Background: an optimization exercise with open tools, aiming at small area and a short achievable clock period. Do not read the settings as production practice. Only simulation tests tie the RTL to the original design; equivalence was not proved.

harbor:
==> flow/design.v (excerpt) <==
module DOUBLY_PIPELINE(clk,xi,yi,r,ang,xf,yf);
input signed [15:0] xi,yi;
input clk;
output signed [15:0] r,ang;
output signed [15:0] xf,yf;
reg signed [15:0] xr, yr;
reg signed [15:0] a2,a3,a4,a5,a6,a7,a8;
reg signed [15:0] b2,b3,b4,b5,b6,b7;
reg        t2;
reg [1:0]  t3;
reg [2:0]  t4;
reg [3:0]  t5;
reg [4:0]  t6;
reg [5:0]  t7;
reg [5:0]  t8;
reg signed [15:0] x2,x3,x4,x5,x6,x7,x8;
reg signed [15:0] y2,y3,y4,y5,y6,y7,y8;
reg signed [15:0] r_q, xf_q, yf_q;
reg [13:0] ang_q;
wire [15:0] sc_r, sc_x, sc_y;
scale16 u_sr(.v(a8), .q(sc_r));
scale16 u_sx(.v(x8), .q(sc_x));
scale16 u_sy(.v(y8), .q(sc_y));
wire signed [15:0] a1, b1;
wire c_a1, c_b1;
add_skl16 u_a1(.a(xr), .b(yr), .cin(1'b0), .s(a1), .cout(c_a1));
add_skl16 u_b1(.a(yr), .b(~xr), .cin(1'b1), .s(b1), .cout(c_b1));
wire signed [15:0] sh_a2 = b1 >>> 1;
wire [15:0] n_a2; wire co_a2;
add_skl16 u_a2(.a(a1), .b(sh_a2 ^ {16{b1[15]}}), .cin(b1[15]), .s(n_a2), .cout(co_a2));
wire signed [15:0] sh_b2 = a1 >>> 1;
wire [15:0] n_b2; wire co_b2;
add_skl16 u_b2(.a(b1), .b(sh_b2 ^ {16{~b1[15]}}), .cin(~b1[15]), .s(n_b2), .cout(co_b2));
wire signed [15:0] sh_x2 = b1 >>> 1;
wire [15:0] n_x2; wire co_x2;
add_skl16 u_x2(.a(a1), .b(sh_x2 ^ {16{t3[0]}}), .cin(t3[0]), .s(n_x2), .cout(co_x2));
wire signed [15:0] sh_y2 = a1 >>> 1;
wire [15:0] n_y2; wire co_y2;
add_skl16 u_y2(.a(b1), .b(sh_y2 ^ {16{~t3[0]}}), .cin(~t3[0]), .s(n_y2), .cout(co_y2));
wire signed [15:0] sh_a3 = b2 >>> 2;
wire [15:0] n_a3; wire co_a3;
add_skl8 u_a3(.a(a2), .b(sh_a3 ^ {16{b2[15]}}), .cin(b2[15]), .s(n_a3), .cout(co_a3));
wire signed [15:0] sh_b3 = a2 >>> 2;
wire [15:0] n_b3; wire co_b3;
  ...
For scale: ~3500 cells after synthesis, about 550 flip-flops, about 97 I/O pins.
Settings: LEC_CHECK=0, CAP_MARGIN=20, CORE_MARGIN=2, CORE_UTILIZATION=40, SLEW_MARGIN=20; clock period 22.0 ns.
run.sh (not shown) runs the stock make flow with config.mk's settings and CLKGATE_MAP_FILE= SYNTH_SCRIPT=/design/flow/synth_recipe.tcl, a recipe that flattens the netlist after the stock synthesis.
harbor: PASS, flow complete, no timing, DRC or antenna violations
--- input diff harbor..lagoon ---
diff --git a/flow/config.mk b/flow/config.mk
--- a/flow/config.mk
+++ b/flow/config.mk
@@ -9,3 +9,4 @@
 export CORE_MARGIN = 2
 export CORE_UTILIZATION = 40
+export CTS_CLUSTER_SIZE = 40
 export SLEW_MARGIN = 20
[summary]
lagoon -> harbor: non-clock buffer count delta 0, exact match
| wire length | lagoon vs harbor | ≈ equal |
lagoon and harbor ended up with nearly the same utilization after layout.
diff inputs: lagoon => maple
==> flow/flow/run.sh (new file) <==
#!/bin/bash
set -euo pipefail
export BUFFER_PORTS_ARGS="-buffer_cell sky130_fd_sc_hd__buf_2"
bash standard.sh > standard_flow.log 2>&1
==> flow/standard.sh (new file) <==
#!/bin/bash
# synth_recipe.tcl (not shown) runs the flow's synth.tcl, then flattens the netlist and writes it again
# the make line also repeats each setting of config.mk as NAME=value (left out here)
make -C /OpenROAD-flow-scripts/flow DESIGN_CONFIG=/design/flow/config.mk WORK_HOME=/design/flow/orfs CLKGATE_MAP_FILE= SYNTH_SCRIPT=/design/flow/synth_recipe.tcl "${@:-finish}"
diff --git a/flow/config.mk b/flow/config.mk
--- a/flow/config.mk
+++ b/flow/config.mk
@@ -9,4 +9,3 @@
 export CORE_MARGIN = 2
 export CORE_UTILIZATION = 40
-export CTS_CLUSTER_SIZE = 40
 export SLEW_MARGIN = 20
removed: flow/run.sh
==> notes.md <==
maple went all the way through the flow, and no timing, DRC or antenna check failed. Min met2 routed wirelength across maple and lagoon: maple. Layout overhead on the synthesized area is higher on lagoon.
[inputs] raven vs maple
==> flow/run.sh (new file) <==
#!/bin/bash
# synth_recipe.tcl (not shown) runs the flow's synth.tcl, then flattens the netlist and writes it again
# the make line also repeats each setting of config.mk as NAME=value (left out here)
make -C /OpenROAD-flow-scripts/flow DESIGN_CONFIG=/design/flow/config.mk WORK_HOME=/design/flow/orfs CLKGATE_MAP_FILE= SYNTH_SCRIPT=/design/flow/synth_recipe.tcl finish
diff --git a/flow/config.mk b/flow/config.mk
--- a/flow/config.mk
+++ b/flow/config.mk
@@ -9,3 +9,5 @@
 export CORE_MARGIN = 2
 export CORE_UTILIZATION = 40
+export CTS_CLUSTER_DIAMETER = 150
+export CTS_CLUSTER_SIZE = 20
 export SLEW_MARGIN = 20
removed: flow/flow/run.sh
removed: flow/standard.sh
## What came out
Going from maple to raven, worst setup slack has increased; clock slew at the register clock pins of the worst setup and hold paths has increased; fraction of cell area in non-clock buffers has increased.
A start point of the critical path of b5[15] is what maple shows, while ang_q[13] belongs to raven.
For indigo, these inputs were changed with respect to raven:
diff --git a/flow/config.mk b/flow/config.mk
--- a/flow/config.mk
+++ b/flow/config.mk
@@ -9,5 +9,5 @@
 export CORE_MARGIN = 2
 export CORE_UTILIZATION = 40
-export CTS_CLUSTER_DIAMETER = 150
-export CTS_CLUSTER_SIZE = 20
+export CTS_CLUSTER_DIAMETER = 200
+export CTS_CLUSTER_SIZE = 25
 export SLEW_MARGIN = 20
==> notes.md <==
Between indigo and raven, it is indigo whose signed area change from the synthesized netlist to the final layout is lower, by 0.39 points.
indigo vs raven: post-route cell area down
Between raven and indigo, maximum fanout encountered on the critical timing path decreased.
Number of global-route vias before repair ends up higher on raven.
The sequential share of layout area was comparable across raven and indigo.
Gate count after technology mapping essentially unchanged between raven and indigo.
In terms of count of instances resized after the clock tree is built, raven and indigo differ only marginally.
Any difference in global-route track usage on met1 between raven and indigo is small enough to ignore.

-- static timing again, ports no longer ideal --
In the flow no input, the clock included, has a driving cell. The finished layouts below were timed again as built, in two steps. Step 1 (the two cells are an assumption about what drives the block):
set clk [get_ports {clk}]
set_driving_cell -lib_cell sky130_fd_sc_hd__clkbuf_16 $clk
set_driving_cell -lib_cell sky130_fd_sc_hd__buf_2 [delete_from_list [all_inputs] $clk]
Step 2, shift: input delay + t, output delay - t, t = (earliest + latest rising clock arrival at the registers) / 2. This alone moves slack from input paths to output paths. Slacks: no drivers / after step 1 / after step 2; pairs: no drivers / after step 1.
run	t (ns)	setup WS [ns]	hold WS [ns]
harbor	0.665	16.144 / 16.081 / 16.244	0.319 / 0.319 / 0.319
lagoon	0.663	16.144 / 16.081 / 16.242	0.319 / 0.319 / 0.319
maple	0.665	15.854 / 15.854 / 15.854	0.316 / 0.316 / 0.316
raven	0.667	16.125 / 16.065 / 16.270	0.327 / 0.327 / 0.327
indigo	0.645	16.146 / 16.084 / 16.297	0.329 / 0.329 / 0.329
After both steps every run listed still meets setup and hold.
